Source: an optimization exercise on an open RTL-to-GDS flow (aim: small area). Production flows keep margins and buffers that such runs may drop. The RTL was checked by simulation tests, not by an equivalence proof against the original design.

--- design/flow/design.v ---
module processing_element(activation, weight, out, clk, rst);
parameter NON_ZERO_WEIGHTS = 108,
          SPECIAL_CASE = 0,
          FRACTIONAL_BITS = 8,
          BIT_SIZE = 16;
output reg signed [BIT_SIZE-1:0] out;
input [BIT_SIZE-1:0] activation, weight;
input clk, rst;
reg [23:0] s_n;        
reg [15:0] d1, d2, d3, d4;   
reg [6:0] cnt;       
reg valid;           
wire load = (cnt == 0);
wire [23:0] nxt;
wire one1;
wire two2;
wire neg3;
wire none4;
wire ntwo5;
wire nx6;
wire nx7;
wire nx8;
wire nx9;
wire nx10;
wire nx11;
wire nx12;
wire nx13;
wire nx14;
wire nx15;
wire nx16;
wire nx17;
wire nx18;
wire nx19;
wire nx20;
wire nx21;
wire pp22;
wire pp23;
wire pp24;
wire pp25;
wire pp26;
wire pp27;
wire pp28;
wire pp29;
wire pp30;
wire pp31;
wire pp32;
wire pp33;
wire pp34;
wire pp35;
wire pp36;
wire pp37;
wire pp38;
wire one39;
wire two40;
wire neg41;
wire none42;
wire ntwo43;
wire nx44;
wire nx45;
wire nx46;
wire nx47;
wire nx48;
wire nx49;
wire nx50;
wire nx51;
wire nx52;
wire nx53;
wire nx54;
wire nx55;
wire nx56;
wire nx57;
wire nx58;
wire nx59;
wire pp60;
wire pp61;
wire pp62;
wire pp63;
wire pp64;
wire pp65;
wire pp66;
wire pp67;
wire pp68;
wire pp69;
wire pp70;
wire pp71;
wire pp72;
wire pp73;
wire pp74;
wire pp75;
wire pp76;
wire one77;
wire two78;
wire neg79;
wire none80;
wire ntwo81;
wire nx82;
wire nx83;
wire nx84;
wire nx85;
wire nx86;
wire nx87;
wire nx88;
wire nx89;
wire nx90;
wire nx91;
wire nx92;
wire nx93;
wire nx94;
wire nx95;
wire nx96;
wire nx97;
wire pp98;
wire pp99;
wire pp100;
wire pp101;
wire pp102;
wire pp103;
wire pp104;
wire pp105;
wire pp106;
wire pp107;
wire pp108;
wire pp109;
wire pp110;
wire pp111;
wire pp112;
wire pp113;
wire pp114;
wire one115;
wire two116;
wire neg117;
wire none118;
wire ntwo119;
wire nx120;
wire nx121;
wire nx122;
wire nx123;
wire nx124;
wire nx125;
wire nx126;
wire nx127;
wire nx128;
wire nx129;
wire nx130;
wire nx131;
wire nx132;
wire nx133;
wire nx134;
wire nx135;
wire pp136;
wire pp137;
wire pp138;
wire pp139;
wire pp140;
wire pp141;
wire pp142;
wire pp143;
wire pp144;
wire pp145;
wire pp146;
wire pp147;
wire pp148;
wire pp149;
wire pp150;
wire pp151;
wire pp152;
wire one153;
wire two154;
wire neg155;
wire none156;
wire ntwo157;
wire nx158;
wire nx159;
wire nx160;
wire nx161;
wire nx162;
wire nx163;
wire nx164;
wire nx165;
wire nx166;
wire nx167;
wire nx168;
wire nx169;
wire nx170;
wire nx171;
wire nx172;
wire nx173;
wire pp174;
wire pp175;
wire pp176;
wire pp177;
wire pp178;
wire pp179;
wire pp180;
wire pp181;
wire pp182;
wire pp183;
wire pp184;
wire pp185;
wire pp186;
wire pp187;
wire pp188;
wire pp189;
wire one190;
wire two191;
wire neg192;
wire none193;
wire ntwo194;
wire nx195;
wire nx196;
wire nx197;
wire nx198;
wire nx199;
wire nx200;
wire nx201;
wire nx202;
wire nx203;
wire nx204;
wire nx205;
wire nx206;
wire nx207;
wire nx208;
wire pp209;
wire pp210;
wire pp211;
wire pp212;
wire pp213;
wire pp214;
wire pp215;
wire pp216;
wire pp217;
wire pp218;
wire pp219;
wire pp220;
wire pp221;
wire pp222;
wire one223;
wire two224;
wire neg225;
wire none226;
wire ntwo227;
wire nx228;
wire nx229;
wire nx230;
wire nx231;
wire nx232;
wire nx233;
wire nx234;
wire nx235;
wire nx236;
wire nx237;
wire nx238;
wire nx239;
wire pp240;
wire pp241;
wire pp242;
wire pp243;
wire pp244;
wire pp245;
wire pp246;
wire pp247;
wire pp248;
wire pp249;
wire pp250;
wire pp251;
wire one252;
wire two253;
wire neg254;
wire none255;
wire ntwo256;
wire nx257;
wire nx258;
wire nx259;
wire nx260;
wire nx261;
wire nx262;
wire nx263;
wire nx264;
wire nx265;
wire nx266;
wire pp267;
wire pp268;
wire pp269;
wire pp270;
wire pp271;
wire pp272;
wire pp273;
wire pp274;
wire pp275;
wire pp276;
wire ac277;
wire ac278;
wire ac279;
wire ac280;
wire ac281;
wire ac282;
wire ac283;
wire ac284;
wire ac285;
wire ac286;
wire ac287;
wire ac288;
wire ac289;
wire ac290;
wire ac291;
wire ac292;
wire ac293;
wire ac294;
wire ac295;
wire ac296;
wire ac297;
wire ac298;
wire ac299;
wire ac300;
wire es301;
wire ec302;
wire es303;
wire ec304;
wire es305;
wire ec306;
wire es307;
wire ec308;
wire es309;
wire ec310;
wire es311;
wire ec312;
wire es313;
wire es314;
wire ec315;
wire es316;
wire ec317;
wire es318;
wire ec319;
wire es320;
wire es321;
wire ec322;
wire es323;
wire hs324;
wire hc325;
wire hs326;
wire hc327;
wire hs328;
wire hc329;
wire fs330;
wire fc331;
wire hs332;
wire hc333;
wire fs334;
wire fc335;
wire fs336;
wire fc337;
wire fs338;
wire fc339;
wire fs340;
wire fc341;
wire fs342;
wire fc343;
wire fs344;
wire fc345;
wire hs346;
wire hc347;
wire fs348;
wire fc349;
wire fs350;
wire fc351;
wire fs352;
wire fc353;
wire fs354;
wire fc355;
wire fs356;
wire fc357;
wire fs358;
wire fc359;
wire fs360;
wire fc361;
wire fs362;
wire fc363;
wire fs364;
wire fc365;
wire fs366;
wire fc367;
wire fs368;
wire fc369;
wire hs370;
wire hc371;
wire fs372;
wire fc373;
wire fs374;
wire fc375;
wire fs376;
wire fc377;
wire fs378;
wire fc379;
wire fs380;
wire fc381;
wire hs382;
wire hc383;
wire hs384;
wire hc385;
wire hs386;
wire hc387;
wire fs388;
wire fc389;
wire hs390;
wire hc391;
wire fs392;
wire fc393;
wire hs394;
wire hc395;
wire fs396;
wire fc397;
wire fs398;
wire fc399;
wire fs400;
wire fc401;
wire fs402;
wire fc403;
wire fs404;
wire fc405;
wire fs406;
wire fc407;
wire fs408;
wire fc409;
wire fs410;
wire fc411;
wire fs412;
wire fc413;
wire fs414;
wire fc415;
wire fs416;
wire fc417;
wire fs418;
wire fc419;
wire fs420;
wire fc421;
wire fs422;
wire fc423;
wire fs424;
wire fc425;
wire fs426;
wire fc427;
wire fs428;
wire fc429;
wire fs430;
wire fc431;
wire fs432;
wire fc433;
wire fs434;
wire fc435;
wire fs436;
wire fc437;
wire fs438;
wire fc439;
wire fs440;
wire fc441;
wire fs442;
wire fc443;
wire fs444;
wire fc445;
wire fs446;
wire fc447;
wire fs448;
wire fc449;
wire fs450;
wire fc451;
wire fs452;
wire fc453;
wire fs454;
wire fc455;
wire fs456;
wire fs457;
wire hs458;
wire hc459;
wire hs460;
wire hc461;
wire fs462;
wire fc463;
wire fs464;
wire fc465;
wire fs466;
wire fc467;
wire fs468;
wire fc469;
wire fs470;
wire fc471;
wire fs472;
wire fc473;
wire fs474;
wire fc475;
wire fs476;
wire fc477;
wire fs478;
wire fc479;
wire fs480;
wire fc481;
wire fs482;
wire fc483;
wire fs484;
wire fc485;
wire fs486;
wire fc487;
wire fs488;
wire fc489;
wire fs490;
wire fc491;
wire fs492;
wire fc493;
wire fs494;
wire fc495;
wire fs496;
wire fc497;
wire fs498;
wire fc499;
wire fs500;
wire hs501;
wire hc502;
wire hs503;
wire hc504;
wire fs505;
wire fc506;
wire fs507;
wire fc508;
wire fs509;
wire fc510;
wire fs511;
wire fc512;
wire fs513;
wire fc514;
wire fs515;
wire fc516;
wire fs517;
wire fc518;
wire fs519;
wire fc520;
wire fs521;
wire fc522;
wire fs523;
wire fc524;
wire fs525;
wire fc526;
wire fs527;
wire fc528;
wire fs529;
wire fc530;
wire fs531;
wire fc532;
wire fs533;
wire fc534;
wire fs535;
wire fc536;
wire fs537;
wire fc538;
wire fs539;
wire fc540;
wire fs541;
wire fc542;
wire fs543;
wire fc544;
wire fs545;
wire fc546;
wire fs547;
wire g548;
wire p549;
wire g550;
wire p551;
wire g552;
wire p553;
wire g554;
wire p555;
wire g556;
wire p557;
wire g558;
wire p559;
wire g560;
wire p561;
wire g562;
wire p563;
wire g564;
wire p565;
wire g566;
wire p567;
wire g568;
wire p569;
wire g570;
wire p571;
wire g572;
wire p573;
wire g574;
wire p575;
wire g576;
wire p577;
wire g578;
wire p579;
wire g580;
wire p581;
wire g582;
wire p583;
wire g584;
wire p585;
wire g586;
wire p587;
wire g588;
wire p589;
wire g590;
wire p591;
wire g592;
wire p593;
wire g594;
wire p595;
wire G596;
wire P597;
wire G598;
wire P599;
wire G600;
wire P601;
wire G602;
wire P603;
wire G604;
wire P605;
wire G606;
wire P607;
wire G608;
wire P609;
wire G610;
wire P611;
wire G612;
wire P613;
wire G614;
wire P615;
wire G616;
wire P617;
wire G618;
wire P619;
wire G620;
wire P621;
wire G622;
wire P623;
wire G624;
wire P625;
wire G626;
wire P627;
wire G628;
wire P629;
wire G630;
wire P631;
wire G632;
wire P633;
wire G634;
wire P635;
wire G636;
wire P637;
wire G638;
wire P639;
wire G640;
wire P641;
wire G642;
wire P643;
wire G644;
wire P645;
wire G646;
wire P647;
wire G648;
wire P649;
wire G650;
wire P651;
wire G652;
wire P653;
wire G654;
wire P655;
wire G656;
wire P657;
wire G658;
wire P659;
wire G660;
wire P661;
wire G662;
wire P663;
wire G664;
wire P665;
wire G666;
wire P667;
wire G668;
wire P669;
wire G670;
wire P671;
wire G672;
wire P673;
wire G674;
wire P675;
wire G676;
wire P677;
wire G678;
wire P679;
wire G680;
wire P681;
wire G682;
wire P683;
wire G684;
wire P685;
wire G686;
wire P687;
wire G688;
wire P689;
wire G690;
wire P691;
wire G692;
wire P693;
wire G694;
wire P695;
wire G696;
wire P697;
wire G698;
wire P699;
assign one1 = weight[0] ^ 1'b0;
assign two2 = (weight[1] & ~weight[0] & ~1'b0) | (~weight[1] & weight[0] & 1'b0);
assign neg3 = weight[1] & ~(weight[0] & 1'b0);
assign none4 = ~one1;
assign ntwo5 = ~two2;
assign nx6 = ~(activation[0] ^ neg3);
assign nx7 = ~(activation[1] ^ neg3);
assign nx8 = ~(activation[2] ^ neg3);
assign nx9 = ~(activation[3] ^ neg3);
assign nx10 = ~(activation[4] ^ neg3);
assign nx11 = ~(activation[5] ^ neg3);
assign nx12 = ~(activation[6] ^ neg3);
assign nx13 = ~(activation[7] ^ neg3);
assign nx14 = ~(activation[8] ^ neg3);
assign nx15 = ~(activation[9] ^ neg3);
assign nx16 = ~(activation[10] ^ neg3);
assign nx17 = ~(activation[11] ^ neg3);
assign nx18 = ~(activation[12] ^ neg3);
assign nx19 = ~(activation[13] ^ neg3);
assign nx20 = ~(activation[14] ^ neg3);
assign nx21 = ~(activation[15] ^ neg3);
assign pp22 = ((one1 & ~nx6) | (two2 & neg3));
pe_o22ai u_sel1 (.a(none4), .b(nx7), .c(ntwo5), .d(nx6), .y(pp23));
pe_o22ai u_sel2 (.a(none4), .b(nx8), .c(ntwo5), .d(nx7), .y(pp24));
pe_o22ai u_sel3 (.a(none4), .b(nx9), .c(ntwo5), .d(nx8), .y(pp25));
pe_o22ai u_sel4 (.a(none4), .b(nx10), .c(ntwo5), .d(nx9), .y(pp26));
pe_o22ai u_sel5 (.a(none4), .b(nx11), .c(ntwo5), .d(nx10), .y(pp27));
pe_o22ai u_sel6 (.a(none4), .b(nx12), .c(ntwo5), .d(nx11), .y(pp28));
pe_o22ai u_sel7 (.a(none4), .b(nx13), .c(ntwo5), .d(nx12), .y(pp29));
pe_o22ai u_sel8 (.a(none4), .b(nx14), .c(ntwo5), .d(nx13), .y(pp30));
pe_o22ai u_sel9 (.a(none4), .b(nx15), .c(ntwo5), .d(nx14), .y(pp31));
pe_o22ai u_sel10 (.a(none4), .b(nx16), .c(ntwo5), .d(nx15), .y(pp32));
pe_o22ai u_sel11 (.a(none4), .b(nx17), .c(ntwo5), .d(nx16), .y(pp33));
pe_o22ai u_sel12 (.a(none4), .b(nx18), .c(ntwo5), .d(nx17), .y(pp34));
pe_o22ai u_sel13 (.a(none4), .b(nx19), .c(ntwo5), .d(nx18), .y(pp35));
pe_o22ai u_sel14 (.a(none4), .b(nx20), .c(ntwo5), .d(nx19), .y(pp36));
pe_o22ai u_sel15 (.a(none4), .b(nx21), .c(ntwo5), .d(nx20), .y(pp37));
pe_o22a u_sel16 (.a(none4), .b(nx21), .c(ntwo5), .d(nx21), .y(pp38));
assign one39 = weight[2] ^ weight[1];
assign two40 = (weight[3] & ~weight[2] & ~weight[1]) | (~weight[3] & weight[2] & weight[1]);
assign neg41 = weight[3] & ~(weight[2] & weight[1]);
assign none42 = ~one39;
assign ntwo43 = ~two40;
assign nx44 = ~(activation[0] ^ neg41);
assign nx45 = ~(activation[1] ^ neg41);
assign nx46 = ~(activation[2] ^ neg41);
assign nx47 = ~(activation[3] ^ neg41);
assign nx48 = ~(activation[4] ^ neg41);
assign nx49 = ~(activation[5] ^ neg41);
assign nx50 = ~(activation[6] ^ neg41);
assign nx51 = ~(activation[7] ^ neg41);
assign nx52 = ~(activation[8] ^ neg41);
assign nx53 = ~(activation[9] ^ neg41);
assign nx54 = ~(activation[10] ^ neg41);
assign nx55 = ~(activation[11] ^ neg41);
assign nx56 = ~(activation[12] ^ neg41);
assign nx57 = ~(activation[13] ^ neg41);
assign nx58 = ~(activation[14] ^ neg41);
assign nx59 = ~(activation[15] ^ neg41);
assign pp60 = ((one39 & ~nx44) | (two40 & neg41));
pe_o22ai u_sel17 (.a(none42), .b(nx45), .c(ntwo43), .d(nx44), .y(pp61));
pe_o22ai u_sel18 (.a(none42), .b(nx46), .c(ntwo43), .d(nx45), .y(pp62));
pe_o22ai u_sel19 (.a(none42), .b(nx47), .c(ntwo43), .d(nx46), .y(pp63));
pe_o22ai u_sel20 (.a(none42), .b(nx48), .c(ntwo43), .d(nx47), .y(pp64));
pe_o22ai u_sel21 (.a(none42), .b(nx49), .c(ntwo43), .d(nx48), .y(pp65));
pe_o22ai u_sel22 (.a(none42), .b(nx50), .c(ntwo43), .d(nx49), .y(pp66));
pe_o22ai u_sel23 (.a(none42), .b(nx51), .c(ntwo43), .d(nx50), .y(pp67));
pe_o22ai u_sel24 (.a(none42), .b(nx52), .c(ntwo43), .d(nx51), .y(pp68));
pe_o22ai u_sel25 (.a(none42), .b(nx53), .c(ntwo43), .d(nx52), .y(pp69));
pe_o22ai u_sel26 (.a(none42), .b(nx54), .c(ntwo43), .d(nx53), .y(pp70));
pe_o22ai u_sel27 (.a(none42), .b(nx55), .c(ntwo43), .d(nx54), .y(pp71));
pe_o22ai u_sel28 (.a(none42), .b(nx56), .c(ntwo43), .d(nx55), .y(pp72));
pe_o22ai u_sel29 (.a(none42), .b(nx57), .c(ntwo43), .d(nx56), .y(pp73));
pe_o22ai u_sel30 (.a(none42), .b(nx58), .c(ntwo43), .d(nx57), .y(pp74));
pe_o22ai u_sel31 (.a(none42), .b(nx59), .c(ntwo43), .d(nx58), .y(pp75));
pe_o22a u_sel32 (.a(none42), .b(nx59), .c(ntwo43), .d(nx59), .y(pp76));
assign one77 = weight[4] ^ weight[3];
assign two78 = (weight[5] & ~weight[4] & ~weight[3]) | (~weight[5] & weight[4] & weight[3]);
assign neg79 = weight[5] & ~(weight[4] & weight[3]);
assign none80 = ~one77;
assign ntwo81 = ~two78;
assign nx82 = ~(activation[0] ^ neg79);
assign nx83 = ~(activation[1] ^ neg79);
assign nx84 = ~(activation[2] ^ neg79);
assign nx85 = ~(activation[3] ^ neg79);
assign nx86 = ~(activation[4] ^ neg79);
assign nx87 = ~(activation[5] ^ neg79);
assign nx88 = ~(activation[6] ^ neg79);
assign nx89 = ~(activation[7] ^ neg79);
assign nx90 = ~(activation[8] ^ neg79);
assign nx91 = ~(activation[9] ^ neg79);
assign nx92 = ~(activation[10] ^ neg79);
assign nx93 = ~(activation[11] ^ neg79);
assign nx94 = ~(activation[12] ^ neg79);
assign nx95 = ~(activation[13] ^ neg79);
assign nx96 = ~(activation[14] ^ neg79);
assign nx97 = ~(activation[15] ^ neg79);
assign pp98 = ((one77 & ~nx82) | (two78 & neg79));
pe_o22ai u_sel33 (.a(none80), .b(nx83), .c(ntwo81), .d(nx82), .y(pp99));
pe_o22ai u_sel34 (.a(none80), .b(nx84), .c(ntwo81), .d(nx83), .y(pp100));
pe_o22ai u_sel35 (.a(none80), .b(nx85), .c(ntwo81), .d(nx84), .y(pp101));
pe_o22ai u_sel36 (.a(none80), .b(nx86), .c(ntwo81), .d(nx85), .y(pp102));
pe_o22ai u_sel37 (.a(none80), .b(nx87), .c(ntwo81), .d(nx86), .y(pp103));
pe_o22ai u_sel38 (.a(none80), .b(nx88), .c(ntwo81), .d(nx87), .y(pp104));
pe_o22ai u_sel39 (.a(none80), .b(nx89), .c(ntwo81), .d(nx88), .y(pp105));
pe_o22ai u_sel40 (.a(none80), .b(nx90), .c(ntwo81), .d(nx89), .y(pp106));
pe_o22ai u_sel41 (.a(none80), .b(nx91), .c(ntwo81), .d(nx90), .y(pp107));
pe_o22ai u_sel42 (.a(none80), .b(nx92), .c(ntwo81), .d(nx91), .y(pp108));
pe_o22ai u_sel43 (.a(none80), .b(nx93), .c(ntwo81), .d(nx92), .y(pp109));
pe_o22ai u_sel44 (.a(none80), .b(nx94), .c(ntwo81), .d(nx93), .y(pp110));
pe_o22ai u_sel45 (.a(none80), .b(nx95), .c(ntwo81), .d(nx94), .y(pp111));
pe_o22ai u_sel46 (.a(none80), .b(nx96), .c(ntwo81), .d(nx95), .y(pp112));
pe_o22ai u_sel47 (.a(none80), .b(nx97), .c(ntwo81), .d(nx96), .y(pp113));
pe_o22a u_sel48 (.a(none80), .b(nx97), .c(ntwo81), .d(nx97), .y(pp114));
assign one115 = weight[6] ^ weight[5];
assign two116 = (weight[7] & ~weight[6] & ~weight[5]) | (~weight[7] & weight[6] & weight[5]);
assign neg117 = weight[7] & ~(weight[6] & weight[5]);
assign none118 = ~one115;
assign ntwo119 = ~two116;
assign nx120 = ~(activation[0] ^ neg117);
assign nx121 = ~(activation[1] ^ neg117);
assign nx122 = ~(activation[2] ^ neg117);
assign nx123 = ~(activation[3] ^ neg117);
assign nx124 = ~(activation[4] ^ neg117);
assign nx125 = ~(activation[5] ^ neg117);
assign nx126 = ~(activation[6] ^ neg117);
assign nx127 = ~(activation[7] ^ neg117);
assign nx128 = ~(activation[8] ^ neg117);
assign nx129 = ~(activation[9] ^ neg117);
assign nx130 = ~(activation[10] ^ neg117);
assign nx131 = ~(activation[11] ^ neg117);
assign nx132 = ~(activation[12] ^ neg117);
assign nx133 = ~(activation[13] ^ neg117);
assign nx134 = ~(activation[14] ^ neg117);
assign nx135 = ~(activation[15] ^ neg117);
assign pp136 = ((one115 & ~nx120) | (two116 & neg117));
pe_o22ai u_sel49 (.a(none118), .b(nx121), .c(ntwo119), .d(nx120), .y(pp137));
pe_o22ai u_sel50 (.a(none118), .b(nx122), .c(ntwo119), .d(nx121), .y(pp138));
pe_o22ai u_sel51 (.a(none118), .b(nx123), .c(ntwo119), .d(nx122), .y(pp139));
pe_o22ai u_sel52 (.a(none118), .b(nx124), .c(ntwo119), .d(nx123), .y(pp140));
pe_o22ai u_sel53 (.a(none118), .b(nx125), .c(ntwo119), .d(nx124), .y(pp141));
pe_o22ai u_sel54 (.a(none118), .b(nx126), .c(ntwo119), .d(nx125), .y(pp142));
pe_o22ai u_sel55 (.a(none118), .b(nx127), .c(ntwo119), .d(nx126), .y(pp143));
pe_o22ai u_sel56 (.a(none118), .b(nx128), .c(ntwo119), .d(nx127), .y(pp144));
pe_o22ai u_sel57 (.a(none118), .b(nx129), .c(ntwo119), .d(nx128), .y(pp145));
pe_o22ai u_sel58 (.a(none118), .b(nx130), .c(ntwo119), .d(nx129), .y(pp146));
pe_o22ai u_sel59 (.a(none118), .b(nx131), .c(ntwo119), .d(nx130), .y(pp147));
pe_o22ai u_sel60 (.a(none118), .b(nx132), .c(ntwo119), .d(nx131), .y(pp148));
pe_o22ai u_sel61 (.a(none118), .b(nx133), .c(ntwo119), .d(nx132), .y(pp149));
pe_o22ai u_sel62 (.a(none118), .b(nx134), .c(ntwo119), .d(nx133), .y(pp150));
pe_o22ai u_sel63 (.a(none118), .b(nx135), .c(ntwo119), .d(nx134), .y(pp151));
pe_o22a u_sel64 (.a(none118), .b(nx135), .c(ntwo119), .d(nx135), .y(pp152));
assign one153 = weight[8] ^ weight[7];
assign two154 = (weight[9] & ~weight[8] & ~weight[7]) | (~weight[9] & weight[8] & weight[7]);
assign neg155 = weight[9] & ~(weight[8] & weight[7]);
assign none156 = ~one153;
assign ntwo157 = ~two154;
assign nx158 = ~(activation[0] ^ neg155);
assign nx159 = ~(activation[1] ^ neg155);
assign nx160 = ~(activation[2] ^ neg155);
assign nx161 = ~(activation[3] ^ neg155);
assign nx162 = ~(activation[4] ^ neg155);
assign nx163 = ~(activation[5] ^ neg155);
assign nx164 = ~(activation[6] ^ neg155);
assign nx165 = ~(activation[7] ^ neg155);
assign nx166 = ~(activation[8] ^ neg155);
assign nx167 = ~(activation[9] ^ neg155);
assign nx168 = ~(activation[10] ^ neg155);
assign nx169 = ~(activation[11] ^ neg155);
assign nx170 = ~(activation[12] ^ neg155);
assign nx171 = ~(activation[13] ^ neg155);
assign nx172 = ~(activation[14] ^ neg155);
assign nx173 = ~(activation[15] ^ neg155);
assign pp174 = ((one153 & ~nx158) | (two154 & neg155));
pe_o22ai u_sel65 (.a(none156), .b(nx159), .c(ntwo157), .d(nx158), .y(pp175));
pe_o22ai u_sel66 (.a(none156), .b(nx160), .c(ntwo157), .d(nx159), .y(pp176));
pe_o22ai u_sel67 (.a(none156), .b(nx161), .c(ntwo157), .d(nx160), .y(pp177));
pe_o22ai u_sel68 (.a(none156), .b(nx162), .c(ntwo157), .d(nx161), .y(pp178));
pe_o22ai u_sel69 (.a(none156), .b(nx163), .c(ntwo157), .d(nx162), .y(pp179));
pe_o22ai u_sel70 (.a(none156), .b(nx164), .c(ntwo157), .d(nx163), .y(pp180));
pe_o22ai u_sel71 (.a(none156), .b(nx165), .c(ntwo157), .d(nx164), .y(pp181));
pe_o22ai u_sel72 (.a(none156), .b(nx166), .c(ntwo157), .d(nx165), .y(pp182));
pe_o22ai u_sel73 (.a(none156), .b(nx167), .c(ntwo157), .d(nx166), .y(pp183));
pe_o22ai u_sel74 (.a(none156), .b(nx168), .c(ntwo157), .d(nx167), .y(pp184));
pe_o22ai u_sel75 (.a(none156), .b(nx169), .c(ntwo157), .d(nx168), .y(pp185));
pe_o22ai u_sel76 (.a(none156), .b(nx170), .c(ntwo157), .d(nx169), .y(pp186));
pe_o22ai u_sel77 (.a(none156), .b(nx171), .c(ntwo157), .d(nx170), .y(pp187));
pe_o22ai u_sel78 (.a(none156), .b(nx172), .c(ntwo157), .d(nx171), .y(pp188));
pe_o22ai u_sel79 (.a(none156), .b(nx173), .c(ntwo157), .d(nx172), .y(pp189));
assign one190 = weight[10] ^ weight[9];
assign two191 = (weight[11] & ~weight[10] & ~weight[9]) | (~weight[11] & weight[10] & weight[9]);
assign neg192 = weight[11] & ~(weight[10] & weight[9]);
assign none193 = ~one190;
assign ntwo194 = ~two191;
assign nx195 = ~(activation[0] ^ neg192);
assign nx196 = ~(activation[1] ^ neg192);
assign nx197 = ~(activation[2] ^ neg192);
assign nx198 = ~(activation[3] ^ neg192);
assign nx199 = ~(activation[4] ^ neg192);
assign nx200 = ~(activation[5] ^ neg192);
assign nx201 = ~(activation[6] ^ neg192);
assign nx202 = ~(activation[7] ^ neg192);
assign nx203 = ~(activation[8] ^ neg192);
assign nx204 = ~(activation[9] ^ neg192);
assign nx205 = ~(activation[10] ^ neg192);
assign nx206 = ~(activation[11] ^ neg192);
assign nx207 = ~(activation[12] ^ neg192);
assign nx208 = ~(activation[13] ^ neg192);
assign pp209 = ((one190 & ~nx195) | (two191 & neg192));
pe_o22ai u_sel80 (.a(none193), .b(nx196), .c(ntwo194), .d(nx195), .y(pp210));
pe_o22ai u_sel81 (.a(none193), .b(nx197), .c(ntwo194), .d(nx196), .y(pp211));
pe_o22ai u_sel82 (.a(none193), .b(nx198), .c(ntwo194), .d(nx197), .y(pp212));
pe_o22ai u_sel83 (.a(none193), .b(nx199), .c(ntwo194), .d(nx198), .y(pp213));
pe_o22ai u_sel84 (.a(none193), .b(nx200), .c(ntwo194), .d(nx199), .y(pp214));
pe_o22ai u_sel85 (.a(none193), .b(nx201), .c(ntwo194), .d(nx200), .y(pp215));
pe_o22ai u_sel86 (.a(none193), .b(nx202), .c(ntwo194), .d(nx201), .y(pp216));
pe_o22ai u_sel87 (.a(none193), .b(nx203), .c(ntwo194), .d(nx202), .y(pp217));
pe_o22ai u_sel88 (.a(none193), .b(nx204), .c(ntwo194), .d(nx203), .y(pp218));
pe_o22ai u_sel89 (.a(none193), .b(nx205), .c(ntwo194), .d(nx204), .y(pp219));
pe_o22ai u_sel90 (.a(none193), .b(nx206), .c(ntwo194), .d(nx205), .y(pp220));
pe_o22ai u_sel91 (.a(none193), .b(nx207), .c(ntwo194), .d(nx206), .y(pp221));
pe_o22ai u_sel92 (.a(none193), .b(nx208), .c(ntwo194), .d(nx207), .y(pp222));
assign one223 = weight[12] ^ weight[11];
assign two224 = (weight[13] & ~weight[12] & ~weight[11]) | (~weight[13] & weight[12] & weight[11]);
assign neg225 = weight[13] & ~(weight[12] & weight[11]);
assign none226 = ~one223;
assign ntwo227 = ~two224;
assign nx228 = ~(activation[0] ^ neg225);
assign nx229 = ~(activation[1] ^ neg225);
assign nx230 = ~(activation[2] ^ neg225);
assign nx231 = ~(activation[3] ^ neg225);
assign nx232 = ~(activation[4] ^ neg225);
assign nx233 = ~(activation[5] ^ neg225);
assign nx234 = ~(activation[6] ^ neg225);
assign nx235 = ~(activation[7] ^ neg225);
assign nx236 = ~(activation[8] ^ neg225);
assign nx237 = ~(activation[9] ^ neg225);
assign nx238 = ~(activation[10] ^ neg225);
assign nx239 = ~(activation[11] ^ neg225);
assign pp240 = ((one223 & ~nx228) | (two224 & neg225));
pe_o22ai u_sel93 (.a(none226), .b(nx229), .c(ntwo227), .d(nx228), .y(pp241));
pe_o22ai u_sel94 (.a(none226), .b(nx230), .c(ntwo227), .d(nx229), .y(pp242));
pe_o22ai u_sel95 (.a(none226), .b(nx231), .c(ntwo227), .d(nx230), .y(pp243));
pe_o22ai u_sel96 (.a(none226), .b(nx232), .c(ntwo227), .d(nx231), .y(pp244));
pe_o22ai u_sel97 (.a(none226), .b(nx233), .c(ntwo227), .d(nx232), .y(pp245));
pe_o22ai u_sel98 (.a(none226), .b(nx234), .c(ntwo227), .d(nx233), .y(pp246));
pe_o22ai u_sel99 (.a(none226), .b(nx235), .c(ntwo227), .d(nx234), .y(pp247));
pe_o22ai u_sel100 (.a(none226), .b(nx236), .c(ntwo227), .d(nx235), .y(pp248));
pe_o22ai u_sel101 (.a(none226), .b(nx237), .c(ntwo227), .d(nx236), .y(pp249));
pe_o22ai u_sel102 (.a(none226), .b(nx238), .c(ntwo227), .d(nx237), .y(pp250));
pe_o22ai u_sel103 (.a(none226), .b(nx239), .c(ntwo227), .d(nx238), .y(pp251));
assign one252 = weight[14] ^ weight[13];
assign two253 = (weight[15] & ~weight[14] & ~weight[13]) | (~weight[15] & weight[14] & weight[13]);
assign neg254 = weight[15] & ~(weight[14] & weight[13]);
assign none255 = ~one252;
assign ntwo256 = ~two253;
assign nx257 = ~(activation[0] ^ neg254);
assign nx258 = ~(activation[1] ^ neg254);
assign nx259 = ~(activation[2] ^ neg254);
assign nx260 = ~(activation[3] ^ neg254);
assign nx261 = ~(activation[4] ^ neg254);
assign nx262 = ~(activation[5] ^ neg254);
assign nx263 = ~(activation[6] ^ neg254);
assign nx264 = ~(activation[7] ^ neg254);
assign nx265 = ~(activation[8] ^ neg254);
assign nx266 = ~(activation[9] ^ neg254);
assign pp267 = ((one252 & ~nx257) | (two253 & neg254));
pe_o22ai u_sel104 (.a(none255), .b(nx258), .c(ntwo256), .d(nx257), .y(pp268));
pe_o22ai u_sel105 (.a(none255), .b(nx259), .c(ntwo256), .d(nx258), .y(pp269));
pe_o22ai u_sel106 (.a(none255), .b(nx260), .c(ntwo256), .d(nx259), .y(pp270));
pe_o22ai u_sel107 (.a(none255), .b(nx261), .c(ntwo256), .d(nx260), .y(pp271));
pe_o22ai u_sel108 (.a(none255), .b(nx262), .c(ntwo256), .d(nx261), .y(pp272));
pe_o22ai u_sel109 (.a(none255), .b(nx263), .c(ntwo256), .d(nx262), .y(pp273));
pe_o22ai u_sel110 (.a(none255), .b(nx264), .c(ntwo256), .d(nx263), .y(pp274));
pe_o22ai u_sel111 (.a(none255), .b(nx265), .c(ntwo256), .d(nx264), .y(pp275));
pe_o22ai u_sel112 (.a(none255), .b(nx266), .c(ntwo256), .d(nx265), .y(pp276));
assign ac277 = ~(s_n[0] | load);
assign ac278 = ~(s_n[1] | load);
assign ac279 = ~(s_n[2] | load);
assign ac280 = ~(s_n[3] | load);
assign ac281 = ~(s_n[4] | load);
assign ac282 = ~(s_n[5] | load);
assign ac283 = ~(s_n[6] | load);
assign ac284 = ~(s_n[7] | load);
assign ac285 = ~(s_n[8] | load);
assign ac286 = ~(s_n[9] | load);
assign ac287 = ~(s_n[10] | load);
assign ac288 = ~(s_n[11] | load);
assign ac289 = ~(s_n[12] | load);
assign ac290 = ~(s_n[13] | load);
assign ac291 = ~(s_n[14] | load);
assign ac292 = ~(s_n[15] | load);
assign ac293 = ~(s_n[16] | load);
assign ac294 = ~(s_n[17] | load);
assign ac295 = ~(s_n[18] | load);
assign ac296 = ~(s_n[19] | load);
assign ac297 = ~(s_n[20] | load);
assign ac298 = ~(s_n[21] | load);
assign ac299 = ~(s_n[22] | load);
assign ac300 = ~(s_n[23] | load);
pe_ha u_ha113 (.a(ac285), .b(neg155), .s(es301), .co(ec302));
pe_ha u_ha114 (.a(ac286), .b(ec302), .s(es303), .co(ec304));
pe_fa u_fa115 (.a(ac287), .b(neg192), .c(ec304), .s(es305), .co(ec306));
pe_ha u_ha116 (.a(ac289), .b(neg225), .s(es307), .co(ec308));
pe_ha u_ha117 (.a(ac290), .b(ec308), .s(es309), .co(ec310));
pe_fa u_fa118 (.a(ac291), .b(neg254), .c(ec310), .s(es311), .co(ec312));
assign es313 = ~ac293;
assign es314 = ~(ac294 ^ ac293);
assign ec315 = ac294 | ac293;
pe_ha u_ha119 (.a(ac295), .b(ec315), .s(es316), .co(ec317));
assign es318 = ~(ac296 ^ ec317);
assign ec319 = ac296 | ec317;
assign es320 = ~ac298;
pe_ha u_ha120 (.a(ac299), .b(ac298), .s(es321), .co(ec322));
assign es323 = 1'b1 ^ ac300 ^ ec322;
pe_ha u_ha121 (.a(ac292), .b(pp37), .s(hs324), .co(hc325));
pe_ha u_ha122 (.a(es313), .b(pp38), .s(hs326), .co(hc327));
pe_ha u_ha123 (.a(pp32), .b(pp68), .s(hs328), .co(hc329));
pe_fa u_fa124 (.a(ac288), .b(pp33), .c(pp69), .s(fs330), .co(fc331));
pe_ha u_ha125 (.a(pp105), .b(pp141), .s(hs332), .co(hc333));
pe_fa u_fa126 (.a(es307), .b(pp34), .c(pp70), .s(fs334), .co(fc335));
pe_fa u_fa127 (.a(pp106), .b(pp142), .c(pp178), .s(fs336), .co(fc337));
pe_fa u_fa128 (.a(es309), .b(pp35), .c(pp71), .s(fs338), .co(fc339));
pe_fa u_fa129 (.a(pp107), .b(pp143), .c(pp179), .s(fs340), .co(fc341));
pe_fa u_fa130 (.a(pp36), .b(pp72), .c(pp108), .s(fs342), .co(fc343));
pe_fa u_fa131 (.a(pp144), .b(pp180), .c(pp213), .s(fs344), .co(fc345));
pe_ha u_ha132 (.a(pp242), .b(pp267), .s(hs346), .co(hc347));
pe_fa u_fa133 (.a(pp73), .b(pp109), .c(pp145), .s(fs348), .co(fc349));
pe_fa u_fa134 (.a(pp181), .b(pp214), .c(pp243), .s(fs350), .co(fc351));
pe_fa u_fa135 (.a(pp268), .b(ec312), .c(hs324), .s(fs352), .co(fc353));
pe_fa u_fa136 (.a(pp74), .b(pp110), .c(pp146), .s(fs354), .co(fc355));
pe_fa u_fa137 (.a(pp182), .b(pp215), .c(pp244), .s(fs356), .co(fc357));
pe_fa u_fa138 (.a(pp269), .b(hc325), .c(hs326), .s(fs358), .co(fc359));
pe_fa u_fa139 (.a(es314), .b(pp75), .c(pp111), .s(fs360), .co(fc361));
pe_fa u_fa140 (.a(pp147), .b(pp183), .c(pp216), .s(fs362), .co(fc363));
pe_fa u_fa141 (.a(pp245), .b(pp270), .c(hc327), .s(fs364), .co(fc365));
pe_fa u_fa142 (.a(es316), .b(pp76), .c(pp112), .s(fs366), .co(fc367));
pe_fa u_fa143 (.a(pp148), .b(pp184), .c(pp217), .s(fs368), .co(fc369));
pe_ha u_ha144 (.a(pp246), .b(pp271), .s(hs370), .co(hc371));
pe_fa u_fa145 (.a(pp113), .b(pp149), .c(pp185), .s(fs372), .co(fc373));
pe_fa u_fa146 (.a(pp218), .b(pp247), .c(pp272), .s(fs374), .co(fc375));
pe_fa u_fa147 (.a(ac297), .b(pp114), .c(pp150), .s(fs376), .co(fc377));
pe_fa u_fa148 (.a(pp186), .b(pp219), .c(pp248), .s(fs378), .co(fc379));
pe_fa u_fa149 (.a(es320), .b(pp151), .c(pp187), .s(fs380), .co(fc381));
pe_ha u_ha150 (.a(es321), .b(pp152), .s(hs382), .co(hc383));
pe_ha u_ha151 (.a(ac281), .b(neg79), .s(hs384), .co(hc385));
pe_ha u_ha152 (.a(ac282), .b(pp27), .s(hs386), .co(hc387));
pe_fa u_fa153 (.a(ac283), .b(neg117), .c(pp28), .s(fs388), .co(fc389));
pe_ha u_ha154 (.a(pp64), .b(pp100), .s(hs390), .co(hc391));
pe_fa u_fa155 (.a(ac284), .b(pp29), .c(pp65), .s(fs392), .co(fc393));
pe_ha u_ha156 (.a(pp101), .b(pp137), .s(hs394), .co(hc395));
pe_fa u_fa157 (.a(es301), .b(pp30), .c(pp66), .s(fs396), .co(fc397));
pe_fa u_fa158 (.a(pp102), .b(pp138), .c(pp174), .s(fs398), .co(fc399));
pe_fa u_fa159 (.a(es303), .b(pp31), .c(pp67), .s(fs400), .co(fc401));
pe_fa u_fa160 (.a(pp103), .b(pp139), .c(pp175), .s(fs402), .co(fc403));
pe_fa u_fa161 (.a(pp104), .b(pp140), .c(pp176), .s(fs404), .co(fc405));
pe_fa u_fa162 (.a(pp209), .b(es305), .c(hs328), .s(fs406), .co(fc407));
pe_fa u_fa163 (.a(pp177), .b(pp210), .c(ec306), .s(fs408), .co(fc409));
pe_fa u_fa164 (.a(hc329), .b(hs332), .c(fs330), .s(fs410), .co(fc411));
pe_fa u_fa165 (.a(pp211), .b(pp240), .c(hc333), .s(fs412), .co(fc413));
pe_fa u_fa166 (.a(fc331), .b(fs334), .c(fs336), .s(fs414), .co(fc415));
pe_fa u_fa167 (.a(pp212), .b(pp241), .c(fc335), .s(fs416), .co(fc417));
pe_fa u_fa168 (.a(fc337), .b(fs338), .c(fs340), .s(fs418), .co(fc419));
pe_fa u_fa169 (.a(es311), .b(hs346), .c(fc339), .s(fs420), .co(fc421));
pe_fa u_fa170 (.a(fc341), .b(fs342), .c(fs344), .s(fs422), .co(fc423));
pe_fa u_fa171 (.a(hc347), .b(fc343), .c(fc345), .s(fs424), .co(fc425));
pe_fa u_fa172 (.a(fs348), .b(fs350), .c(fs352), .s(fs426), .co(fc427));
pe_fa u_fa173 (.a(fc349), .b(fc351), .c(fs354), .s(fs428), .co(fc429));
pe_fa u_fa174 (.a(fs356), .b(fc353), .c(fs358), .s(fs430), .co(fc431));
pe_fa u_fa175 (.a(fc355), .b(fc357), .c(fs360), .s(fs432), .co(fc433));
pe_fa u_fa176 (.a(fs362), .b(fc359), .c(fs364), .s(fs434), .co(fc435));
pe_fa u_fa177 (.a(hs370), .b(fc361), .c(fc363), .s(fs436), .co(fc437));
pe_fa u_fa178 (.a(fs366), .b(fs368), .c(fc365), .s(fs438), .co(fc439));
pe_fa u_fa179 (.a(es318), .b(hc371), .c(fc367), .s(fs440), .co(fc441));
pe_fa u_fa180 (.a(fc369), .b(fs372), .c(fs374), .s(fs442), .co(fc443));
pe_fa u_fa181 (.a(pp273), .b(ec319), .c(fc373), .s(fs444), .co(fc445));
pe_fa u_fa182 (.a(fc375), .b(fs376), .c(fs378), .s(fs446), .co(fc447));
pe_fa u_fa183 (.a(pp220), .b(pp249), .c(pp274), .s(fs448), .co(fc449));
pe_fa u_fa184 (.a(fc377), .b(fc379), .c(fs380), .s(fs450), .co(fc451));
pe_fa u_fa185 (.a(pp188), .b(pp221), .c(pp250), .s(fs452), .co(fc453));
pe_fa u_fa186 (.a(pp275), .b(hs382), .c(fc381), .s(fs454), .co(fc455));
assign fs456 = es323 ^ pp189 ^ pp222;
assign fs457 = pp251 ^ pp276 ^ hc383;
pe_ha u_ha187 (.a(ac279), .b(neg41), .s(hs458), .co(hc459));
pe_ha u_ha188 (.a(ac280), .b(pp25), .s(hs460), .co(hc461));
pe_fa u_fa189 (.a(hs384), .b(pp26), .c(pp62), .s(fs462), .co(fc463));
pe_fa u_fa190 (.a(hc385), .b(pp63), .c(pp99), .s(fs464), .co(fc465));
pe_fa u_fa191 (.a(pp136), .b(hc387), .c(hs390), .s(fs466), .co(fc467));
pe_fa u_fa192 (.a(hc391), .b(hs394), .c(fc389), .s(fs468), .co(fc469));
pe_fa u_fa193 (.a(hc395), .b(fc393), .c(fs396), .s(fs470), .co(fc471));
pe_fa u_fa194 (.a(fc397), .b(fc399), .c(fs400), .s(fs472), .co(fc473));
pe_fa u_fa195 (.a(fc401), .b(fc403), .c(fs404), .s(fs474), .co(fc475));
pe_fa u_fa196 (.a(fc405), .b(fs408), .c(fc407), .s(fs476), .co(fc477));
pe_fa u_fa197 (.a(fc409), .b(fs412), .c(fc411), .s(fs478), .co(fc479));
pe_fa u_fa198 (.a(fc413), .b(fc415), .c(fs416), .s(fs480), .co(fc481));
pe_fa u_fa199 (.a(fc417), .b(fc419), .c(fs420), .s(fs482), .co(fc483));
pe_fa u_fa200 (.a(fc421), .b(fc423), .c(fs424), .s(fs484), .co(fc485));
pe_fa u_fa201 (.a(fc425), .b(fs428), .c(fc427), .s(fs486), .co(fc487));
pe_fa u_fa202 (.a(fc429), .b(fs432), .c(fc431), .s(fs488), .co(fc489));
pe_fa u_fa203 (.a(fc433), .b(fs436), .c(fc435), .s(fs490), .co(fc491));
pe_fa u_fa204 (.a(fc437), .b(fs440), .c(fs442), .s(fs492), .co(fc493));
pe_fa u_fa205 (.a(fc441), .b(fc443), .c(fs444), .s(fs494), .co(fc495));
pe_fa u_fa206 (.a(fs448), .b(fc445), .c(fc447), .s(fs496), .co(fc497));
pe_fa u_fa207 (.a(fc449), .b(fs452), .c(fc451), .s(fs498), .co(fc499));
assign fs500 = fc453 ^ fs456 ^ fs457;
pe_ha u_ha208 (.a(ac277), .b(neg3), .s(hs501), .co(hc502));
pe_ha u_ha209 (.a(ac278), .b(pp23), .s(hs503), .co(hc504));
pe_fa u_fa210 (.a(hs458), .b(pp24), .c(pp60), .s(fs505), .co(fc506));
pe_fa u_fa211 (.a(hc459), .b(pp61), .c(hs460), .s(fs507), .co(fc508));
pe_fa u_fa212 (.a(pp98), .b(hc461), .c(fs462), .s(fs509), .co(fc510));
pe_fa u_fa213 (.a(hs386), .b(fc463), .c(fs464), .s(fs511), .co(fc512));
pe_fa u_fa214 (.a(fc465), .b(fs388), .c(fs466), .s(fs513), .co(fc514));
pe_fa u_fa215 (.a(fs392), .b(fc467), .c(fs468), .s(fs515), .co(fc516));
pe_fa u_fa216 (.a(fs398), .b(fc469), .c(fs470), .s(fs517), .co(fc518));
pe_fa u_fa217 (.a(fs402), .b(fc471), .c(fs472), .s(fs519), .co(fc520));
pe_fa u_fa218 (.a(fs406), .b(fc473), .c(fs474), .s(fs521), .co(fc522));
pe_fa u_fa219 (.a(fc475), .b(fs410), .c(fs476), .s(fs523), .co(fc524));
pe_fa u_fa220 (.a(fs414), .b(fc477), .c(fs478), .s(fs525), .co(fc526));
pe_fa u_fa221 (.a(fs418), .b(fc479), .c(fs480), .s(fs527), .co(fc528));
pe_fa u_fa222 (.a(fs422), .b(fc481), .c(fs482), .s(fs529), .co(fc530));
pe_fa u_fa223 (.a(fs426), .b(fc483), .c(fs484), .s(fs531), .co(fc532));
pe_fa u_fa224 (.a(fs430), .b(fc485), .c(fs486), .s(fs533), .co(fc534));
pe_fa u_fa225 (.a(fs434), .b(fc487), .c(fs488), .s(fs535), .co(fc536));
pe_fa u_fa226 (.a(fs438), .b(fc489), .c(fs490), .s(fs537), .co(fc538));
pe_fa u_fa227 (.a(fc439), .b(fs492), .c(fc491), .s(fs539), .co(fc540));
pe_fa u_fa228 (.a(fs446), .b(fc493), .c(fs494), .s(fs541), .co(fc542));
pe_fa u_fa229 (.a(fs450), .b(fc495), .c(fs496), .s(fs543), .co(fc544));
pe_fa u_fa230 (.a(fs454), .b(fc497), .c(fs498), .s(fs545), .co(fc546));
assign fs547 = fc455 ^ fs500 ^ fc499;
assign g548 = hs501 & pp22;
assign p549 = hs501 ^ pp22;
assign g550 = hc502 & hs503;
assign p551 = hc502 ^ hs503;
assign g552 = hc504 & fs505;
assign p553 = hc504 ^ fs505;
assign g554 = fc506 & fs507;
assign p555 = fc506 ^ fs507;
assign g556 = fc508 & fs509;
assign p557 = fc508 ^ fs509;
assign g558 = fc510 & fs511;
assign p559 = fc510 ^ fs511;
assign g560 = fc512 & fs513;
assign p561 = fc512 ^ fs513;
assign g562 = fc514 & fs515;
assign p563 = fc514 ^ fs515;
assign g564 = fc516 & fs517;
assign p565 = fc516 ^ fs517;
assign g566 = fc518 & fs519;
assign p567 = fc518 ^ fs519;
assign g568 = fc520 & fs521;
assign p569 = fc520 ^ fs521;
assign g570 = fc522 & fs523;
assign p571 = fc522 ^ fs523;
assign g572 = fc524 & fs525;
assign p573 = fc524 ^ fs525;
assign g574 = fc526 & fs527;
assign p575 = fc526 ^ fs527;
assign g576 = fc528 & fs529;
assign p577 = fc528 ^ fs529;
assign g578 = fc530 & fs531;
assign p579 = fc530 ^ fs531;
assign g580 = fc532 & fs533;
assign p581 = fc532 ^ fs533;
assign g582 = fc534 & fs535;
assign p583 = fc534 ^ fs535;
assign g584 = fc536 & fs537;
assign p585 = fc536 ^ fs537;
assign g586 = fc538 & fs539;
assign p587 = fc538 ^ fs539;
assign g588 = fc540 & fs541;
assign p589 = fc540 ^ fs541;
assign g590 = fc542 & fs543;
assign p591 = fc542 ^ fs543;
assign g592 = fc544 & fs545;
assign p593 = fc544 ^ fs545;
assign g594 = fc546 & fs547;
assign p595 = fc546 ^ fs547;
assign G596 = g550 | (p551 & g548);
assign P597 = p551 & p549;
assign G598 = g554 | (p555 & g552);
assign P599 = p555 & p553;
assign G600 = g558 | (p559 & g556);
assign P601 = p559 & p557;
assign G602 = g562 | (p563 & g560);
assign P603 = p563 & p561;
assign G604 = g566 | (p567 & g564);
assign P605 = p567 & p565;
assign G606 = g570 | (p571 & g568);
assign P607 = p571 & p569;
assign G608 = g574 | (p575 & g572);
assign P609 = p575 & p573;
assign G610 = g578 | (p579 & g576);
assign P611 = p579 & p577;
assign G612 = g582 | (p583 & g580);
assign P613 = p583 & p581;
assign G614 = g586 | (p587 & g584);
assign P615 = p587 & p585;
assign G616 = g590 | (p591 & g588);
assign P617 = p591 & p589;
assign G618 = g594 | (p595 & g592);
assign P619 = p595 & p593;
assign G620 = g552 | (p553 & G596);
assign P621 = p553 & P597;
assign G622 = G598 | (P599 & G596);
assign P623 = P599 & P597;
assign G624 = g560 | (p561 & G600);
assign P625 = p561 & P601;
assign G626 = G602 | (P603 & G600);
assign P627 = P603 & P601;
assign G628 = g568 | (p569 & G604);
assign P629 = p569 & P605;
assign G630 = G606 | (P607 & G604);
assign P631 = P607 & P605;
assign G632 = g576 | (p577 & G608);
assign P633 = p577 & P609;
assign G634 = G610 | (P611 & G608);
assign P635 = P611 & P609;
assign G636 = g584 | (p585 & G612);
assign P637 = p585 & P613;
assign G638 = G614 | (P615 & G612);
assign P639 = P615 & P613;
assign G640 = g592 | (p593 & G616);
assign P641 = p593 & P617;
assign G642 = G618 | (P619 & G616);
assign P643 = P619 & P617;
assign G644 = g556 | (p557 & G622);
assign P645 = p557 & P623;
assign G646 = G600 | (P601 & G622);
assign P647 = P601 & P623;
assign G648 = G624 | (P625 & G622);
assign P649 = P625 & P623;
assign G650 = G626 | (P627 & G622);
assign P651 = P627 & P623;
assign G652 = g572 | (p573 & G630);
assign P653 = p573 & P631;
assign G654 = G608 | (P609 & G630);
assign P655 = P609 & P631;
assign G656 = G632 | (P633 & G630);
assign P657 = P633 & P631;
assign G658 = G634 | (P635 & G630);
assign P659 = P635 & P631;
assign G660 = g588 | (p589 & G638);
assign P661 = p589 & P639;
assign G662 = G616 | (P617 & G638);
assign P663 = P617 & P639;
assign G664 = G640 | (P641 & G638);
assign P665 = P641 & P639;
assign G666 = G642 | (P643 & G638);
assign P667 = P643 & P639;
assign G668 = g564 | (p565 & G650);
assign P669 = p565 & P651;
assign G670 = G604 | (P605 & G650);
assign P671 = P605 & P651;
assign G672 = G628 | (P629 & G650);
assign P673 = P629 & P651;
assign G674 = G630 | (P631 & G650);
assign P675 = P631 & P651;
assign G676 = G652 | (P653 & G650);
assign P677 = P653 & P651;
assign G678 = G654 | (P655 & G650);
assign P679 = P655 & P651;
assign G680 = G656 | (P657 & G650);
assign P681 = P657 & P651;
assign G682 = G658 | (P659 & G650);
assign P683 = P659 & P651;
assign G684 = g580 | (p581 & G682);
assign P685 = p581 & P683;
assign G686 = G612 | (P613 & G682);
assign P687 = P613 & P683;
assign G688 = G636 | (P637 & G682);
assign P689 = P637 & P683;
assign G690 = G638 | (P639 & G682);
assign P691 = P639 & P683;
assign G692 = G660 | (P661 & G682);
assign P693 = P661 & P683;
assign G694 = G662 | (P663 & G682);
assign P695 = P663 & P683;
assign G696 = G664 | (P665 & G682);
assign P697 = P665 & P683;
assign G698 = G666 | (P667 & G682);
assign P699 = P667 & P683;
assign nxt[0] = p549;
assign nxt[1] = (p551 ^ g548);
assign nxt[2] = (p553 ^ G596);
assign nxt[3] = (p555 ^ G620);
assign nxt[4] = (p557 ^ G622);
assign nxt[5] = (p559 ^ G644);
assign nxt[6] = (p561 ^ G646);
assign nxt[7] = (p563 ^ G648);
assign nxt[8] = (p565 ^ G650);
assign nxt[9] = (p567 ^ G668);
assign nxt[10] = (p569 ^ G670);
assign nxt[11] = (p571 ^ G672);
assign nxt[12] = (p573 ^ G674);
assign nxt[13] = (p575 ^ G676);
assign nxt[14] = (p577 ^ G678);
assign nxt[15] = (p579 ^ G680);
assign nxt[16] = (p581 ^ G682);
assign nxt[17] = (p583 ^ G684);
assign nxt[18] = (p585 ^ G686);
assign nxt[19] = (p587 ^ G688);
assign nxt[20] = (p589 ^ G690);
assign nxt[21] = (p591 ^ G692);
assign nxt[22] = (p593 ^ G694);
assign nxt[23] = (p595 ^ G696);
always @(posedge clk) begin
  s_n <= ~nxt;
  d1 <= s_n[FRACTIONAL_BITS+15:FRACTIONAL_BITS];
  d2 <= d1;
  d3 <= d2;
  d4 <= d3;
  if (!rst) begin
    cnt <= 0;
    valid <= 1'b0;
    out <= 0;
  end else begin
    cnt <= (cnt == NON_ZERO_WEIGHTS - 1) ? 7'd0 : cnt + 7'd1;
    valid <= valid | (cnt == 4);
    out <= valid ? ~d4 : 16'd0;
  end
end
endmodule
module pe_fa(a, b, c, s, co);
input a, b, c;
output s, co;
assign s = a ^ b ^ c;
assign co = (a & b) | (a & c) | (b & c);
endmodule
module pe_o22ai(a, b, c, d, y);
input a, b, c, d;
output y;
assign y = ~((a | b) & (c | d));
endmodule
module pe_o22a(a, b, c, d, y);
input a, b, c, d;
output y;
assign y = (a | b) & (c | d);
endmodule
module pe_ha(a, b, s, co);
input a, b;
output s, co;
assign s = a ^ b;
assign co = a & b;
endmodule
--- design/flow/standard.sh ---
#!/bin/bash
# synth_recipe.tcl (not shown) runs the flow's synth.tcl, then flattens the netlist and writes it again
# the make line also repeats each setting of config.mk as NAME=value (left out here)
make -C /OpenROAD-flow-scripts/flow DESIGN_CONFIG=/design/flow/config.mk WORK_HOME=/design/flow/orfs CLKGATE_MAP_FILE= SYNTH_SCRIPT=/design/flow/synth_recipe.tcl "${@:-finish}"
--- design/flow/config.mk ---
export PLATFORM = sky130hd
export DESIGN_NAME = processing_element
export DESIGN_NICKNAME = processing_element
export VERILOG_FILES = /design/flow/design.v
export SDC_FILE = /design/flow/constraint.sdc
export NUM_CORES = 4
export LEC_CHECK = 0
export CAP_MARGIN = 20
export CORE_MARGIN = 2
export CORE_UTILIZATION = 40
export CTS_BUF_LIST = sky130_fd_sc_hd__clkbuf_8
export GPL_TIMING_DRIVEN = 0
export SLEW_MARGIN = 20
export SYNTH_HIERARCHICAL = 1
--- design/flow/flow/run.sh ---
#!/bin/bash
# Standard layout; ports buffered with a small buffer, synthesis buffers removed before placement.
set -euo pipefail
export BUFFER_PORTS_ARGS="-buffer_cell sky130_fd_sc_hd__buf_1"
export REMOVE_ABC_BUFFERS=1
export RECOVER_POWER=100
bash standard.sh > standard_flow.log 2>&1
--- design/flow/constraint.sdc ---
create_clock -name core_clock -period 6.5 [get_ports {clk}]
set_input_delay 1.3000 -clock core_clock [delete_from_list [all_inputs] [get_ports {clk}]]
set_output_delay 1.3000 -clock core_clock [all_outputs]
set_load 0.01 [all_outputs]
==> impl_metrics.csv <==
group,metric,value,unit
status,status,"timing/DRC/antenna clean",
floorplanning,die_x,146,µm
drt,drt-met1-wl,8440,µm
timing,fin_crit_sh,95.0,%
clock_network,h-tree-depth,3,
grt,antenna_found_initial,0,
yosys,ys_ff_latch,112,
grt,grt_max_degree,25,
drt,vias_per_cell,5.13,
finish,nets,981,
finish,antenna_cells,0,
setup_path,slowest_stage,"fa_1",
clock_network,clock_latency,380,ps
setup_path,r2r-start,"cnt[0]$_SDFF_PP0_",
placement,port_buffers,49,
clock_network,cts_tree,"built",
finish,utilization,43.9,%
finish,final_cell_mix,"xnor2_1, dfxtp_1, o22ai_1",
timing,slew_violations,0,
drt,routed_wl,17000,µm
drt,vias,5455,
drt,first_iter_violations,217,
setup_path,critPathKind,"in2reg",
yosys,ys_seq_area_share,27.7,%
hold_path,hp-start,"d3[11]$_DFF_P_",
drt,dr.pass1.iters,6,
yosys,syn_inst,753,
yosys,syn_area,0.00809,mm²
timing,min_period,6170,ps
setup_path,critPathLaunchType,"input port",
timing,finalSetupTns,0,ps
clock_network,clk_path_buf_depth,2,
hold_path,hold_depth,0,
job,cap_violations,0,
timing,skew,17.6,ps
finish,drive_above_1_share,5.29,%
clock_network,cts.sinks,112,
timing,fmax,0.162,GHz
timing,slew_headroom,19.6,%
setup_path,critPathArrivalTime,6440,ps
drt,drc_errors,0,
setup_path,cp_top_family,"adder cells",
drt,final_antenna_net_count,0,
setup_path,end_kind,"flop",
clock_network,postCtsSetupBuffers,0,
floorplanning,core_area,0.0200,mm²
finish,final_common_cell,"xnor2_1",
setup_path,startpoint,"weight[1]",
finish,fillers,1979,
floorplanning,die_area,0.0214,mm²
floorplanning,die_height,146,µm
placement,place.gp.congestion,0.897,
floorplanning,fp-row-count,52,
timing,setup_viol,0,
clock_network,path_clk_slew,100,ps
setup_path,path_max_fanout,22,
timing,setup_ws,328,ps
setup_path,worst_ep_required_time,6770,ps
drt,dr.max_layer_used,"met4",
floorplanning,io_pins,50,
timing,rsz0062_at_grt,"no",
hold_path,whs_endpoint,"d4[11]$_DFF_P_",
timing,hold_viol_final,0,
clock_network,root_buffer,"clkbuf_8",
drt,wl_per_cell,16.0,µm
setup_path,path_cells,"buf_2 -> ha_1 -> nor2_2 -> buf_6 -> xnor2_1 -> o22ai_1 -> fa_1 -> fa_1 -> fa_1 -> fa_1 -> ha_1 -> a21o_1 -> a21o_1 -> a21o_1 -> nor3_1 -> o21ai_1 -> and4_1 -> o211a_1 -> a211o_1",
setup_path,crit_top_cell,"fa_1",
floorplanning,initial_core_util,40.3,%
setup_path,cp_slowest_stage_delay,550,ps
placement,dp_hpwl,13600,µm
setup_path,r2r_setup_slack,420,ps
yosys,synth_warnings,7,
setup_path,reg2reg_to,"s_n[23]$_DFF_P_",
clock_network,numCtsBuffers,9,
yosys,avgSynthCellArea,10.7,µm²
grt,grt_use_total,16.2,%
grt,first_global_vias,5468,
grt,grt_pass1_wl,27800,µm
hold_path,min_path_type,"reg2reg",
finish,syn_to_final_growth,8.93,%
drt,dr_wl_met2,7530,µm
setup_path,path_buf_inv,2,
grt,overflow,0,
setup_path,reg2reg_depth,18,
yosys,synthDistinctLibCells,41,
drt,route.met3.wl,786,µm
timing,tightestPinTransition,1200,ps
placement,place_ws,-86.9,ps
## logic make-up (layout without fill, tap and decap cells)
family	after synthesis	count (layout)	share of synthesized area [%]
buffers and inverters	66	106	3.13
AO/OA/AOI/OAI	165	165	13.2
flip-flops	112	112	27.7
adder cells (fa/ha/maj)	156	156	33.6
AND/OR/NAND/NOR	108	109	6.47
XOR/XNOR	146	146	15.9
## Yosys stat by module, one instance, submodules excluded
module | area [µm²] | flip-flops and latches
pe_o22ai | 6.26 | 0
pe_o22a | 8.76 | 0
pe_ha | 12.5 | 0
processing_element | 5170 | 112
pe_fa | 20.0 | 0
## state kept, by name, indices dropped and copies added (netlist names)
| name | count |
|---|---|
| valid | 1 |
| d3 | 16 |
| cnt | 7 |
| out | 16 |
| d1 | 16 |
| d4 | 16 |
| d2 | 16 |
| s_n | 24 |
## layer usage
metal,up-vias,global-route usage (%)
met5,-,0
met4,0,4.66
met3,14,2.75
met2,123,25.8
met1,2627,22.8
li1,2691,-
## cell usage after synthesis
cell	instances	area [µm²]
nand2b_1	3	18.8
xnor2_1	135	1180
xor2_1	10	87.6
a31oi_1	1	6.26
nor3_4	1	16.3
inv_1	37	139
nand3_1	4	20.0
and3_1	1	6.26
a31o_2	1	8.76
nor2b_1	11	68.8
o21ai_1	2	10.0
a211o_1	2	17.5
or4b_4	1	13.8
dfxtp_1	112	2240
o21bai_1	2	15.0
buf_1	10	37.5
o22ai_1	108	676
o31ai_1	1	7.51
a21boi_0	2	15.0
and4_1	1	8.76
o21ai_0	8	40.0
nor3_1	10	50.1
or2_2	6	37.5
xnor2_2	1	16.3
o211a_1	1	10.0
clkbuf_1	15	56.3
nand2_1	10	37.5
a21oi_1	15	75.1
nand4_1	1	6.26
o31a_1	2	17.5
and2_1	4	25.0
ha_1	54	676
buf_2	4	20.0
nor2_1	53	199
a22o_1	1	8.76
o21a_1	3	22.5
o32ai_1	7	61.3
fa_1	102	2040
nor3b_1	2	15.0
o22a_1	4	35.0
a21o_1	5	37.5
## area by class of cell
type                            instances  area, µm²  share of cell area, %
Sequential cell                       112       2240                   25.5
Tap cell                              270        338                   3.84
Multi-Input combinational cell        576       5630                   63.9
Clock inverter                          5       81.3                  0.923
Timing Repair Buffer                   55        253                   2.87
Clock buffer                            9        124                   1.41
Inverter                               37        139                   1.58
## how the worst max path moves through the flow
| stage | depth (start not counted) | to | slack, ps |
|---|---|---|---|
| global route | 17 | s_n[23]$_DFF_P_ | 90 |
| global placement | 18 | s_n[23]$_DFF_P_ | -1380 |
| detailed placement | 17 | s_n[23]$_DFF_P_ | -90 |
| floorplan | 17 | s_n[23]$_DFF_P_ | 30 |
| CTS | 19 | s_n[23]$_DFF_P_ | 240 |
| finish | 19 | s_n[23]$_DFF_P_ | 330 |
## metrics by stage
step,hold slack (ps),instances,cell area (µm²)
after global placement,312,1043,8490
after global routing,335,1064,8810
after CTS,320,1063,8800
final,323,1064,8810
after floorplan,310,724,7970
after detailed placement,312,1049,8590
## what timing repair did
action / in CTS / in global routing
resized for setup: 0 / 0
hold buffers: 0 / 0
setup endpoints to repair: 0 / 1
## worst register-to-register path, stage by stage, from the launching register on
cell	delay, ps
dfxtp_1	350
inv_1	60
ha_1	130
or4b_1	610
nor3_4	560
nor2_1	130
ha_1	230
ha_1	190
fa_1	390
fa_1	450
fa_1	420
fa_1	510
fa_1	420
ha_1	330
a21o_1	200
o31a_1	320
and4_1	240
o211a_1	230
a211o_1	210

## afterwards: timing with drivers on the ports
No port has a modelled driver above. Below, the same layout with a new extraction and two added sets of constraints. Step 1 (the two cells are an assumption about what drives the block):
set clk [get_ports {clk}]
set_driving_cell -lib_cell sky130_fd_sc_hd__clkbuf_16 $clk
set_driving_cell -lib_cell sky130_fd_sc_hd__buf_2 [delete_from_list [all_inputs] $clk]
Step 2 moves the port delays by t, midway between the first and last clock arrival at a register: inputs arrive t later, outputs are due t later. That takes back most of the time a late clock gives input paths. a / b / c = no drivers / after step 1 / after step 2; a / b = the first two.
t, ns: 0.407
setup slack, ns: 0.328 / 0.342 / -0.065
worst setup path after step 2: input to register
latest minus earliest clock arrival (ns): 0.018 / 0.017
pins driven straight from the clock port: 1
Met with ideal ports but missed after step 2: setup timing in this run. For this run, drivers alone change the setup slack by +0.014 ns; drivers and shift together by -0.393 ns.
